Context: an optimization exercise on an open-source flow, tuned for small area, a short achievable clock period and few clock cycles. The choices shown serve that exercise and are no tape-out recipe. At most, simulation tests tie the RTL to the original design; equivalence was not proved.

==> run Z: inputs <==
==> flow/design.v (excerpt) <==
module fft8_top #(
parameter N= 8,
parameter WIDTH= 12,
parameter FRACTION = 8
)(
input  wire clk,
input  wire rst,
input  wire start,
input  wire load,
input  wire [$clog2(N)-1:0] load_addr,
input  wire signed [WIDTH-1:0] data_in_re,
input  wire signed [WIDTH-1:0] data_in_im,
input  wire [$clog2(N)-1:0] out_addr,
output reg  done,
output reg  signed [WIDTH-1:0] data_out_re,
output reg  signed [WIDTH-1:0] data_out_im
);
clock: 15.0 ns
lec_check: 0
abc_area: 1
cap_margin: 20
core_margin: 2
core_utilization: 35
slew_margin: 20
synth_hierarchical: 1
synth_minimum_keep_size: 0
standard.sh (not shown) runs the stock make flow with config.mk's settings and CLKGATE_MAP_FILE= SYNTH_SCRIPT=/design/flow/synth_recipe.tcl, a recipe that flattens the netlist after the stock synthesis.
==> flow/flow/run.sh <==
#!/bin/bash
# Standard layout (the standard.sh: standard synthesis, floorplan, place,
# CTS, route, finish), with the timing repair asked to leave 7.75 ns of setup
# slack at the design's clock period.  The constraints are unchanged.
set -euo pipefail
bash standard.sh SETUP_SLACK_MARGIN=7.75 finish > standard_flow.log 2>&1
==> run A: changes against run Z <==
--- a/flow/design.v
+++ b/flow/design.v
@@ -1,30 +1,9 @@
 module fa1 (input wire a, input wire b, input wire c, output wire s, output wire co);
     assign s  = a ^ b ^ c;
     assign co = (a & b) | (c & (a ^ b));
 endmodule
-module gand (input wire a, input wire k, output wire y);
-    assign y = a & k;
-endmodule
-module omux8 (input wire d0, input wire d1, input wire d2, input wire d3,
-              input wire d4, input wire d5, input wire d6, input wire d7,
-              input wire [2:0] s, output wire y);
-    reg r;
-    always @(*) begin
-        case (s)
-            3'd0: r = d0;
-            3'd1: r = d1;
-            3'd2: r = d2;
-            3'd3: r = d3;
-            3'd4: r = d4;
-            3'd5: r = d5;
-            3'd6: r = d6;
-            default: r = d7;
-        endcase
-    end
-    assign y = r;
-endmodule
 module ha1 (input wire a, input wire b, output wire s, output wire co);
     assign s  = a ^ b;
     assign co = a & b;
 endmodule
 module fft8_top #(
@@ -95,12 +74,11 @@
 assign op[11] = bhi; assign neg[11] = nc1i;
 assign op[12] = blr; assign neg[12] = nc3r;
 assign op[13] = bli; assign neg[13] = nc3i;
 assign op[14] = bhr; assign neg[14] = nc3r;
 assign op[15] = bhi; assign neg[15] = nc3i;
-wire keep = ~clr;
-wire [11:0] aa0; gand G0 [11:0] (.a(acc[0]), .k(keep), .y(aa0));
+wire [11:0] aa0 = acc[0] & {12{~clr}};
 wire [11:0] ob0 = op[0] ^ {12{neg[0]}};
 wire A0_s1, A0_c1; fa1 F1 (.a(aa0[0]), .b(ob0[0]), .c(neg[0]), .s(A0_s1), .co(A0_c1));
 wire A0_s2, A0_c2; fa1 F2 (.a(aa0[1]), .b(ob0[1]), .c(A0_c1), .s(A0_s2), .co(A0_c2));
 wire A0_s3, A0_c3; fa1 F3 (.a(aa0[2]), .b(ob0[2]), .c(A0_c2), .s(A0_s3), .co(A0_c3));
 wire A0_s4, A0_c4; fa1 F4 (.a(aa0[3]), .b(ob0[3]), .c(A0_c3), .s(A0_s4), .co(A0_c4));
@@ -112,11 +90,11 @@
 wire A0_s10, A0_c10; fa1 F10 (.a(aa0[9]), .b(ob0[9]), .c(A0_c9), .s(A0_s10), .co(A0_c10));
 wire A0_s11, A0_c11; fa1 F11 (.a(aa0[10]), .b(ob0[10]), .c(A0_c10), .s(A0_s11), .co(A0_c11));
 wire A0_s12, A0_c12; fa1 F12 (.a(aa0[11]), .b(ob0[11]), .c(A0_c11), .s(A0_s12), .co(A0_c12));
 assign nxt[0] = {A0_s12, A0_s11, A0_s10, A0_s9, A0_s8, A0_s7, A0_s6, A0_s5, A0_s4, A0_s3, A0_s2, A0_s1};
 assign npend[0] = A0_c6;
-wire [11:0] aa1; gand G1 [11:0] (.a(acc[1]), .k(keep), .y(aa1));
+wire [11:0] aa1 = acc[1] & {12{~clr}};
 wire [11:0] ob1 = op[1] ^ {12{neg[1]}};
 wire A1_s13, A1_c13; fa1 F13 (.a(aa1[0]), .b(ob1[0]), .c(neg[1]), .s(A1_s13), .co(A1_c13));
 wire A1_s14, A1_c14; fa1 F14 (.a(aa1[1]), .b(ob1[1]), .c(A1_c13), .s(A1_s14), .co(A1_c14));
 wire A1_s15, A1_c15; fa1 F15 (.a(aa1[2]), .b(ob1[2]), .c(A1_c14), .s(A1_s15), .co(A1_c15));
 wire A1_s16, A1_c16; fa1 F16 (.a(aa1[3]), .b(ob1[3]), .c(A1_c15), .s(A1_s16), .co(A1_c16));
@@ -128,11 +106,11 @@
 wire A1_s22, A1_c22; fa1 F22 (.a(aa1[9]), .b(ob1[9]), .c(A1_c21), .s(A1_s22), .co(A1_c22));
 wire A1_s23, A1_c23; fa1 F23 (.a(aa1[10]), .b(ob1[10]), .c(A1_c22), .s(A1_s23), .co(A1_c23));
 wire A1_s24, A1_c24; fa1 F24 (.a(aa1[11]), .b(ob1[11]), .c(A1_c23), .s(A1_s24), .co(A1_c24));
 assign nxt[1] = {A1_s24, A1_s23, A1_s22, A1_s21, A1_s20, A1_s19, A1_s18, A1_s17, A1_s16, A1_s15, A1_s14, A1_s13};
 assign npend[1] = A1_c18;
-wire [11:0] aa2; gand G2 [11:0] (.a(acc[2]), .k(keep), .y(aa2));
+wire [11:0] aa2 = acc[2] & {12{~clr}};
 wire [11:0] ob2 = op[2] ^ {12{neg[2]}};
 wire A2_s25, A2_c25; fa1 F25 (.a(aa2[0]), .b(ob2[0]), .c(neg[2]), .s(A2_s25), .co(A2_c25));
 wire A2_s26, A2_c26; fa1 F26 (.a(aa2[1]), .b(ob2[1]), .c(A2_c25), .s(A2_s26), .co(A2_c26));
 wire A2_s27, A2_c27; fa1 F27 (.a(aa2[2]), .b(ob2[2]), .c(A2_c26), .s(A2_s27), .co(A2_c27));
 wire A2_s28, A2_c28; fa1 F28 (.a(aa2[3]), .b(ob2[3]), .c(A2_c27), .s(A2_s28), .co(A2_c28));
@@ -144,11 +122,11 @@
 wire A2_s34, A2_c34; fa1 F34 (.a(aa2[9]), .b(ob2[9]), .c(A2_c33), .s(A2_s34), .co(A2_c34));
 wire A2_s35, A2_c35; fa1 F35 (.a(aa2[10]), .b(ob2[10]), .c(A2_c34), .s(A2_s35), .co(A2_c35));
 wire A2_s36, A2_c36; fa1 F36 (.a(aa2[11]), .b(ob2[11]), .c(A2_c35), .s(A2_s36), .co(A2_c36));
 assign nxt[2] = {A2_s36, A2_s35, A2_s34, A2_s33, A2_s32, A2_s31, A2_s30, A2_s29, A2_s28, A2_s27, A2_s26, A2_s25};
 assign npend[2] = A2_c30;
-wire [11:0] aa3; gand G3 [11:0] (.a(acc[3]), .k(keep), .y(aa3));
+wire [11:0] aa3 = acc[3] & {12{~clr}};
 wire [11:0] ob3 = op[3] ^ {12{neg[3]}};
 wire A3_s37, A3_c37; fa1 F37 (.a(aa3[0]), .b(ob3[0]), .c(neg[3]), .s(A3_s37), .co(A3_c37));
 wire A3_s38, A3_c38; fa1 F38 (.a(aa3[1]), .b(ob3[1]), .c(A3_c37), .s(A3_s38), .co(A3_c38));
 wire A3_s39, A3_c39; fa1 F39 (.a(aa3[2]), .b(ob3[2]), .c(A3_c38), .s(A3_s39), .co(A3_c39));
 wire A3_s40, A3_c40; fa1 F40 (.a(aa3[3]), .b(ob3[3]), .c(A3_c39), .s(A3_s40), .co(A3_c40));
@@ -160,11 +138,11 @@
 wire A3_s46, A3_c46; fa1 F46 (.a(aa3[9]), .b(ob3[9]), .c(A3_c45), .s(A3_s46), .co(A3_c46));
 wire A3_s47, A3_c47; fa1 F47 (.a(aa3[10]), .b(ob3[10]), .c(A3_c46), .s(A3_s47), .co(A3_c47));
 wire A3_s48, A3_c48; fa1 F48 (.a(aa3[11]), .b(ob3[11]), .c(A3_c47), .s(A3_s48), .co(A3_c48));
 assign nxt[3] = {A3_s48, A3_s47, A3_s46, A3_s45, A3_s44, A3_s43, A3_s42, A3_s41, A3_s40, A3_s39, A3_s38, A3_s37};
 assign npend[3] = A3_c42;
-wire [11:0] aa4; gand G4 [11:0] (.a(acc[4]), .k(keep), .y(aa4));
+wire [11:0] aa4 = acc[4] & {12{~clr}};
 wire [11:0] ob4 = op[4] ^ {12{neg[4]}};
 wire A4_s49, A4_c49; fa1 F49 (.a(aa4[0]), .b(ob4[0]), .c(neg[4]), .s(A4_s49), .co(A4_c49));
 wire A4_s50, A4_c50; fa1 F50 (.a(aa4[1]), .b(ob4[1]), .c(A4_c49), .s(A4_s50), .co(A4_c50));
 wire A4_s51, A4_c51; fa1 F51 (.a(aa4[2]), .b(ob4[2]), .c(A4_c50), .s(A4_s51), .co(A4_c51));
 wire A4_s52, A4_c52; fa1 F52 (.a(aa4[3]), .b(ob4[3]), .c(A4_c51), .s(A4_s52), .co(A4_c52));
@@ -176,11 +154,11 @@
 wire A4_s58, A4_c58; fa1 F58 (.a(aa4[9]), .b(ob4[9]), .c(A4_c57), .s(A4_s58), .co(A4_c58));
 wire A4_s59, A4_c59; fa1 F59 (.a(aa4[10]), .b(ob4[10]), .c(A4_c58), .s(A4_s59), .co(A4_c59));
 wire A4_s60, A4_c60; fa1 F60 (.a(aa4[11]), .b(ob4[11]), .c(A4_c59), .s(A4_s60), .co(A4_c60));
 assign nxt[4] = {A4_s60, A4_s59, A4_s58, A4_s57, A4_s56, A4_s55, A4_s54, A4_s53, A4_s52, A4_s51, A4_s50, A4_s49};
 assign npend[4] = A4_c54;
-wire [11:0] aa5; gand G5 [11:0] (.a(acc[5]), .k(keep), .y(aa5));
+wire [11:0] aa5 = acc[5] & {12{~clr}};
 wire [11:0] ob5 = op[5] ^ {12{neg[5]}};
 wire A5_s61, A5_c61; fa1 F61 (.a(aa5[0]), .b(ob5[0]), .c(neg[5]), .s(A5_s61), .co(A5_c61));
 wire A5_s62, A5_c62; fa1 F62 (.a(aa5[1]), .b(ob5[1]), .c(A5_c61), .s(A5_s62), .co(A5_c62));
 wire A5_s63, A5_c63; fa1 F63 (.a(aa5[2]), .b(ob5[2]), .c(A5_c62), .s(A5_s63), .co(A5_c63));
 wire A5_s64, A5_c64; fa1 F64 (.a(aa5[3]), .b(ob5[3]), .c(A5_c63), .s(A5_s64), .co(A5_c64));
@@ -192,11 +170,11 @@
 wire A5_s70, A5_c70; fa1 F70 (.a(aa5[9]), .b(ob5[9]), .c(A5_c69), .s(A5_s70), .co(A5_c70));
 wire A5_s71, A5_c71; fa1 F71 (.a(aa5[10]), .b(ob5[10]), .c(A5_c70), .s(A5_s71), .co(A5_c71));
 wire A5_s72, A5_c72; fa1 F72 (.a(aa5[11]), .b(ob5[11]), .c(A5_c71), .s(A5_s72), .co(A5_c72));
 assign nxt[5] = {A5_s72, A5_s71, A5_s70, A5_s69, A5_s68, A5_s67, A5_s66, A5_s65, A5_s64, A5_s63, A5_s62, A5_s61};
 assign npend[5] = A5_c66;
-wire [11:0] aa6; gand G6 [11:0] (.a(acc[6]), .k(keep), .y(aa6));
+wire [11:0] aa6 = acc[6] & {12{~clr}};
 wire [11:0] ob6 = op[6] ^ {12{neg[6]}};
 wire A6_s73, A6_c73; fa1 F73 (.a(aa6[0]), .b(ob6[0]), .c(neg[6]), .s(A6_s73), .co(A6_c73));
 wire A6_s74, A6_c74; fa1 F74 (.a(aa6[1]), .b(ob6[1]), .c(A6_c73), .s(A6_s74), .co(A6_c74));
 wire A6_s75, A6_c75; fa1 F75 (.a(aa6[2]), .b(ob6[2]), .c(A6_c74), .s(A6_s75), .co(A6_c75));
 wire A6_s76, A6_c76; fa1 F76 (.a(aa6[3]), .b(ob6[3]), .c(A6_c75), .s(A6_s76), .co(A6_c76));
@@ -208,11 +186,11 @@
 wire A6_s82, A6_c82; fa1 F82 (.a(aa6[9]), .b(ob6[9]), .c(A6_c81), .s(A6_s82), .co(A6_c82));
 wire A6_s83, A6_c83; fa1 F83 (.a(aa6[10]), .b(ob6[10]), .c(A6_c82), .s(A6_s83), .co(A6_c83));
 wire A6_s84, A6_c84; fa1 F84 (.a(aa6[11]), .b(ob6[11]), .c(A6_c83), .s(A6_s84), .co(A6_c84));
 assign nxt[6] = {A6_s84, A6_s83, A6_s82, A6_s81, A6_s80, A6_s79, A6_s78, A6_s77, A6_s76, A6_s75, A6_s74, A6_s73};
 assign npend[6] = A6_c78;
-wire [11:0] aa7; gand G7 [11:0] (.a(acc[7]), .k(keep), .y(aa7));
+wire [11:0] aa7 = acc[7] & {12{~clr}};
 wire [11:0] ob7 = op[7] ^ {12{neg[7]}};
 wire A7_s85, A7_c85; fa1 F85 (.a(aa7[0]), .b(ob7[0]), .c(neg[7]), .s(A7_s85), .co(A7_c85));
 wire A7_s86, A7_c86; fa1 F86 (.a(aa7[1]), .b(ob7[1]), .c(A7_c85), .s(A7_s86), .co(A7_c86));
 wire A7_s87, A7_c87; fa1 F87 (.a(aa7[2]), .b(ob7[2]), .c(A7_c86), .s(A7_s87), .co(A7_c87));
 wire A7_s88, A7_c88; fa1 F88 (.a(aa7[3]), .b(ob7[3]), .c(A7_c87), .s(A7_s88), .co(A7_c88));
@@ -224,11 +202,11 @@
 wire A7_s94, A7_c94; fa1 F94 (.a(aa7[9]), .b(ob7[9]), .c(A7_c93), .s(A7_s94), .co(A7_c94));
 wire A7_s95, A7_c95; fa1 F95 (.a(aa7[10]), .b(ob7[10]), .c(A7_c94), .s(A7_s95), .co(A7_c95));
 wire A7_s96, A7_c96; fa1 F96 (.a(aa7[11]), .b(ob7[11]), .c(A7_c95), .s(A7_s96), .co(A7_c96));
 assign nxt[7] = {A7_s96, A7_s95, A7_s94, A7_s93, A7_s92, A7_s91, A7_s90, A7_s89, A7_s88, A7_s87, A7_s86, A7_s85};
 assign npend[7] = A7_c90;
-wire [11:0] aa8; gand G8 [11:0] (.a(acc[8]), .k(keep), .y(aa8));
+wire [11:0] aa8 = acc[8] & {12{~clr}};
 wire [11:0] ob8 = op[8] ^ {12{neg[8]}};
 wire A8_s97, A8_c97; fa1 F97 (.a(aa8[0]), .b(ob8[0]), .c(neg[8]), .s(A8_s97), .co(A8_c97));
 wire A8_s98, A8_c98; fa1 F98 (.a(aa8[1]), .b(ob8[1]), .c(A8_c97), .s(A8_s98), .co(A8_c98));
 wire A8_s99, A8_c99; fa1 F99 (.a(aa8[2]), .b(ob8[2]), .c(A8_c98), .s(A8_s99), .co(A8_c99));
 wire A8_s100, A8_c100; fa1 F100 (.a(aa8[3]), .b(ob8[3]), .c(A8_c99), .s(A8_s100), .co(A8_c100));
@@ -240,11 +218,11 @@
 wire A8_s106, A8_c106; fa1 F106 (.a(aa8[9]), .b(ob8[9]), .c(A8_c105), .s(A8_s106), .co(A8_c106));
 wire A8_s107, A8_c107; fa1 F107 (.a(aa8[10]), .b(ob8[10]), .c(A8_c106), .s(A8_s107), .co(A8_c107));
 wire A8_s108, A8_c108; fa1 F108 (.a(aa8[11]), .b(ob8[11]), .c(A8_c107), .s(A8_s108), .co(A8_c108));
 assign nxt[8] = {A8_s108, A8_s107, A8_s106, A8_s105, A8_s104, A8_s103, A8_s102, A8_s101, A8_s100, A8_s99, A8_s98, A8_s97};
 assign npend[8] = A8_c102;
-wire [11:0] aa9; gand G9 [11:0] (.a(acc[9]), .k(keep), .y(aa9));
+wire [11:0] aa9 = acc[9] & {12{~clr}};
 wire [11:0] ob9 = op[9] ^ {12{neg[9]}};
 wire A9_s109, A9_c109; fa1 F109 (.a(aa9[0]), .b(ob9[0]), .c(neg[9]), .s(A9_s109), .co(A9_c109));
 wire A9_s110, A9_c110; fa1 F110 (.a(aa9[1]), .b(ob9[1]), .c(A9_c109), .s(A9_s110), .co(A9_c110));
 wire A9_s111, A9_c111; fa1 F111 (.a(aa9[2]), .b(ob9[2]), .c(A9_c110), .s(A9_s111), .co(A9_c111));
 wire A9_s112, A9_c112; fa1 F112 (.a(aa9[3]), .b(ob9[3]), .c(A9_c111), .s(A9_s112), .co(A9_c112));
@@ -256,11 +234,11 @@
 wire A9_s118, A9_c118; fa1 F118 (.a(aa9[9]), .b(ob9[9]), .c(A9_c117), .s(A9_s118), .co(A9_c118));
 wire A9_s119, A9_c119; fa1 F119 (.a(aa9[10]), .b(ob9[10]), .c(A9_c118), .s(A9_s119), .co(A9_c119));
 wire A9_s120, A9_c120; fa1 F120 (.a(aa9[11]), .b(ob9[11]), .c(A9_c119), .s(A9_s120), .co(A9_c120));
 assign nxt[9] = {A9_s120, A9_s119, A9_s118, A9_s117, A9_s116, A9_s115, A9_s114, A9_s113, A9_s112, A9_s111, A9_s110, A9_s109};
 assign npend[9] = A9_c114;
-wire [11:0] aa10; gand G10 [11:0] (.a(acc[10]), .k(keep), .y(aa10));
+wire [11:0] aa10 = acc[10] & {12{~clr}};
 wire [11:0] ob10 = op[10] ^ {12{neg[10]}};
 wire A10_s121, A10_c121; fa1 F121 (.a(aa10[0]), .b(ob10[0]), .c(neg[10]), .s(A10_s121), .co(A10_c121));
 wire A10_s122, A10_c122; fa1 F122 (.a(aa10[1]), .b(ob10[1]), .c(A10_c121), .s(A10_s122), .co(A10_c122));
 wire A10_s123, A10_c123; fa1 F123 (.a(aa10[2]), .b(ob10[2]), .c(A10_c122), .s(A10_s123), .co(A10_c123));
 wire A10_s124, A10_c124; fa1 F124 (.a(aa10[3]), .b(ob10[3]), .c(A10_c123), .s(A10_s124), .co(A10_c124));
@@ -272,11 +250,11 @@
 wire A10_s130, A10_c130; fa1 F130 (.a(aa10[9]), .b(ob10[9]), .c(A10_c129), .s(A10_s130), .co(A10_c130));
 wire A10_s131, A10_c131; fa1 F131 (.a(aa10[10]), .b(ob10[10]), .c(A10_c130), .s(A10_s131), .co(A10_c131));
 wire A10_s132, A10_c132; fa1 F132 (.a(aa10[11]), .b(ob10[11]), .c(A10_c131), .s(A10_s132), .co(A10_c132));
 assign nxt[10] = {A10_s132, A10_s131, A10_s130, A10_s129, A10_s128, A10_s127, A10_s126, A10_s125, A10_s124, A10_s123, A10_s122, A10_s121};
 assign npend[10] = A10_c126;
-wire [11:0] aa11; gand G11 [11:0] (.a(acc[11]), .k(keep), .y(aa11));
+wire [11:0] aa11 = acc[11] & {12{~clr}};
 wire [11:0] ob11 = op[11] ^ {12{neg[11]}};
 wire A11_s133, A11_c133; fa1 F133 (.a(aa11[0]), .b(ob11[0]), .c(neg[11]), .s(A11_s133), .co(A11_c133));
 wire A11_s134, A11_c134; fa1 F134 (.a(aa11[1]), .b(ob11[1]), .c(A11_c133), .s(A11_s134), .co(A11_c134));
 wire A11_s135, A11_c135; fa1 F135 (.a(aa11[2]), .b(ob11[2]), .c(A11_c134), .s(A11_s135), .co(A11_c135));
 wire A11_s136, A11_c136; fa1 F136 (.a(aa11[3]), .b(ob11[3]), .c(A11_c135), .s(A11_s136), .co(A11_c136));
@@ -288,11 +266,11 @@
 wire A11_s142, A11_c142; fa1 F142 (.a(aa11[9]), .b(ob11[9]), .c(A11_c141), .s(A11_s142), .co(A11_c142));
 wire A11_s143, A11_c143; fa1 F143 (.a(aa11[10]), .b(ob11[10]), .c(A11_c142), .s(A11_s143), .co(A11_c143));
 wire A11_s144, A11_c144; fa1 F144 (.a(aa11[11]), .b(ob11[11]), .c(A11_c143), .s(A11_s144), .co(A11_c144));
 assign nxt[11] = {A11_s144, A11_s143, A11_s142, A11_s141, A11_s140, A11_s139, A11_s138, A11_s137, A11_s136, A11_s135, A11_s134, A11_s133};
 assign npend[11] = A11_c138;
-wire [11:0] aa12; gand G12 [11:0] (.a(acc[12]), .k(keep), .y(aa12));
+wire [11:0] aa12 = acc[12] & {12{~clr}};
 wire [11:0] ob12 = op[12] ^ {12{neg[12]}};
 wire A12_s145, A12_c145; fa1 F145 (.a(aa12[0]), .b(ob12[0]), .c(neg[12]), .s(A12_s145), .co(A12_c145));
 wire A12_s146, A12_c146; fa1 F146 (.a(aa12[1]), .b(ob12[1]), .c(A12_c145), .s(A12_s146), .co(A12_c146));
 wire A12_s147, A12_c147; fa1 F147 (.a(aa12[2]), .b(ob12[2]), .c(A12_c146), .s(A12_s147), .co(A12_c147));
 wire A12_s148, A12_c148; fa1 F148 (.a(aa12[3]), .b(ob12[3]), .c(A12_c147), .s(A12_s148), .co(A12_c148));
@@ -304,11 +282,11 @@
 wire A12_s154, A12_c154; fa1 F154 (.a(aa12[9]), .b(ob12[9]), .c(A12_c153), .s(A12_s154), .co(A12_c154));
 wire A12_s155, A12_c155; fa1 F155 (.a(aa12[10]), .b(ob12[10]), .c(A12_c154), .s(A12_s155), .co(A12_c155));
 wire A12_s156, A12_c156; fa1 F156 (.a(aa12[11]), .b(ob12[11]), .c(A12_c155), .s(A12_s156), .co(A12_c156));
 assign nxt[12] = {A12_s156, A12_s155, A12_s154, A12_s153, A12_s152, A12_s151, A12_s150, A12_s149, A12_s148, A12_s147, A12_s146, A12_s145};
 assign npend[12] = A12_c150;
-wire [11:0] aa13; gand G13 [11:0] (.a(acc[13]), .k(keep), .y(aa13));
+wire [11:0] aa13 = acc[13] & {12{~clr}};
 wire [11:0] ob13 = op[13] ^ {12{neg[13]}};
 wire A13_s157, A13_c157; fa1 F157 (.a(aa13[0]), .b(ob13[0]), .c(neg[13]), .s(A13_s157), .co(A13_c157));
 wire A13_s158, A13_c158; fa1 F158 (.a(aa13[1]), .b(ob13[1]), .c(A13_c157), .s(A13_s158), .co(A13_c158));
 wire A13_s159, A13_c159; fa1 F159 (.a(aa13[2]), .b(ob13[2]), .c(A13_c158), .s(A13_s159), .co(A13_c159));
 wire A13_s160, A13_c160; fa1 F160 (.a(aa13[3]), .b(ob13[3]), .c(A13_c159), .s(A13_s160), .co(A13_c160));
@@ -320,11 +298,11 @@
 wire A13_s166, A13_c166; fa1 F166 (.a(aa13[9]), .b(ob13[9]), .c(A13_c165), .s(A13_s166), .co(A13_c166));
 wire A13_s167, A13_c167; fa1 F167 (.a(aa13[10]), .b(ob13[10]), .c(A13_c166), .s(A13_s167), .co(A13_c167));
 wire A13_s168, A13_c168; fa1 F168 (.a(aa13[11]), .b(ob13[11]), .c(A13_c167), .s(A13_s168), .co(A13_c168));
 assign nxt[13] = {A13_s168, A13_s167, A13_s166, A13_s165, A13_s164, A13_s163, A13_s162, A13_s161, A13_s160, A13_s159, A13_s158, A13_s157};
 assign npend[13] = A13_c162;
-wire [11:0] aa14; gand G14 [11:0] (.a(acc[14]), .k(keep), .y(aa14));
+wire [11:0] aa14 = acc[14] & {12{~clr}};
 wire [11:0] ob14 = op[14] ^ {12{neg[14]}};
 wire A14_s169, A14_c169; fa1 F169 (.a(aa14[0]), .b(ob14[0]), .c(neg[14]), .s(A14_s169), .co(A14_c169));
 wire A14_s170, A14_c170; fa1 F170 (.a(aa14[1]), .b(ob14[1]), .c(A14_c169), .s(A14_s170), .co(A14_c170));
 wire A14_s171, A14_c171; fa1 F171 (.a(aa14[2]), .b(ob14[2]), .c(A14_c170), .s(A14_s171), .co(A14_c171));
 wire A14_s172, A14_c172; fa1 F172 (.a(aa14[3]), .b(ob14[3]), .c(A14_c171), .s(A14_s172), .co(A14_c172));
@@ -336,11 +314,11 @@
 wire A14_s178, A14_c178; fa1 F178 (.a(aa14[9]), .b(ob14[9]), .c(A14_c177), .s(A14_s178), .co(A14_c178));
 wire A14_s179, A14_c179; fa1 F179 (.a(aa14[10]), .b(ob14[10]), .c(A14_c178), .s(A14_s179), .co(A14_c179));
 wire A14_s180, A14_c180; fa1 F180 (.a(aa14[11]), .b(ob14[11]), .c(A14_c179), .s(A14_s180), .co(A14_c180));
 assign nxt[14] = {A14_s180, A14_s179, A14_s178, A14_s177, A14_s176, A14_s175, A14_s174, A14_s173, A14_s172, A14_s171, A14_s170, A14_s169};
 assign npend[14] = A14_c174;
-wire [11:0] aa15; gand G15 [11:0] (.a(acc[15]), .k(keep), .y(aa15));
+wire [11:0] aa15 = acc[15] & {12{~clr}};
 wire [11:0] ob15 = op[15] ^ {12{neg[15]}};
 wire A15_s181, A15_c181; fa1 F181 (.a(aa15[0]), .b(ob15[0]), .c(neg[15]), .s(A15_s181), .co(A15_c181));
 wire A15_s182, A15_c182; fa1 F182 (.a(aa15[1]), .b(ob15[1]), .c(A15_c181), .s(A15_s182), .co(A15_c182));
 wire A15_s183, A15_c183; fa1 F183 (.a(aa15[2]), .b(ob15[2]), .c(A15_c182), .s(A15_s183), .co(A15_c183));
 wire A15_s184, A15_c184; fa1 F184 (.a(aa15[3]), .b(ob15[3]), .c(A15_c183), .s(A15_s184), .co(A15_c184));
@@ -514,15 +492,18 @@
         acc[10] <= nxt[10]; acc[11] <= nxt[11];
         acc[12] <= nxt[12]; acc[13] <= nxt[13];
         acc[14] <= nxt[14]; acc[15] <= nxt[15];
     end
 end
-wire [11:0] ore, oim;
-omux8 OR_ [11:0] (.d0(acc[0]), .d1(acc[8]),  .d2(acc[2]), .d3(acc[14]),
-                  .d4(acc[4]), .d5(acc[10]), .d6(acc[6]), .d7(acc[12]), .s(out_addr), .y(ore));
-omux8 OI_ [11:0] (.d0(acc[1]), .d1(acc[9]),  .d2(acc[3]), .d3(acc[15]),
-                  .d4(acc[5]), .d5(acc[11]), .d6(acc[7]), .d7(acc[13]), .s(out_addr), .y(oim));
 always @(*) begin
-    data_out_re = ore;
-    data_out_im = oim;
+    case (out_addr)
+        3'd0: begin data_out_re = acc[0];  data_out_im = acc[1];  end
+        3'd1: begin data_out_re = acc[8];  data_out_im = acc[9];  end
+        3'd2: begin data_out_re = acc[2];  data_out_im = acc[3];  end
+        3'd3: begin data_out_re = acc[14]; data_out_im = acc[15]; end
+        3'd4: begin data_out_re = acc[4];  data_out_im = acc[5];  end
+        3'd5: begin data_out_re = acc[10]; data_out_im = acc[11]; end
+        3'd6: begin data_out_re = acc[6];  data_out_im = acc[7];  end
+        default: begin data_out_re = acc[12]; data_out_im = acc[13]; end
+    endcase
 end
 endmodule
==> flow/flow/run.sh (replaced) <==
#!/bin/bash
# Standard layout (the standard.sh: standard synthesis, floorplan, place,
# CTS, route, finish), with the timing repair asked to leave 7.9 ns of setup
# slack at the design's clock period.  The constraints are unchanged.
set -euo pipefail
bash standard.sh SETUP_SLACK_MARGIN=7.9 finish > standard_flow.log 2>&1
==> notes <==
- Run A completed with no timing, DRC or antenna violations. Run Z produced a clean layout.
- Between run A and run Z, the lower clock skew is in run Z (gap 0.016 ns).
- Between run Z and run A, the lower hold slack is in run A (gap 0.085 ns).
- Against run Z, the die area of run A is smaller by 3.5%.
- Global-route usage: run Z is lower than run A (3.0 points).
==> figures <==
| item | run Z | run A |
|---|---|---|
| Largest incremental delay on the critical path | 0.32 ns | 0.20 ns |
| # clk buffers | 32 | 31 |
| Routed met2 length | 30400 um | 31700 um |
| Outcome | timing/DRC/antenna clean | timing/DRC/antenna clean |
| Total core area | 61400 um2 | 58900 um2 |
| Timing endpoint of the critical path | data_out_im[8] | data_out_im[11] |
| Horiz. Die Dim | 253 um | 248 um |
| Number of non-clock inverters in the layout | 522 | 453 |
| Global Route met2 Usage | 34.3% | 37.0% |
Testbench counts of run A, summed over its fixed seeds: cycles 5,760.
Only the layout flow was run in run Z; the RTL was not checked for function there.

-- re-timing with driven ports --
Ports are ideal in the flow. The routed layouts listed here were re-timed in OpenROAD.
Step 1: set_driving_cell puts a clkbuf_16 on clk and a buf_2 on each other input, an assumption about the parent block.
Step 2 adds t to the input delays and takes it off the output delays; t is the mean of the earliest and latest rising clock arrival at the registers after step 1. Input paths then give back, and output paths get back, about the clock's delay inside the block.
Three values: no drivers, after step 1, after step 2; two values: the first two.
run | shift t [ns] | slack for setup (ns) | hold slack, ns | worst setup path after step 2 | slew at the worst register clock pin (ns)
run Z | 0.601 | 7.806 / 7.582 / 7.293 | 0.564 / 0.564 / 0.564 | input to register | 0.07 / 0.07
run A | 0.619 | 7.778 / 7.678 / 7.449 | 0.478 / 0.478 / 0.478 | input to register | 0.07 / 0.07
After both steps setup and hold are still met in every run listed. For run Z, which loses most, drivers alone change the setup slack by -0.224 ns; drivers and shift together by -0.513 ns.
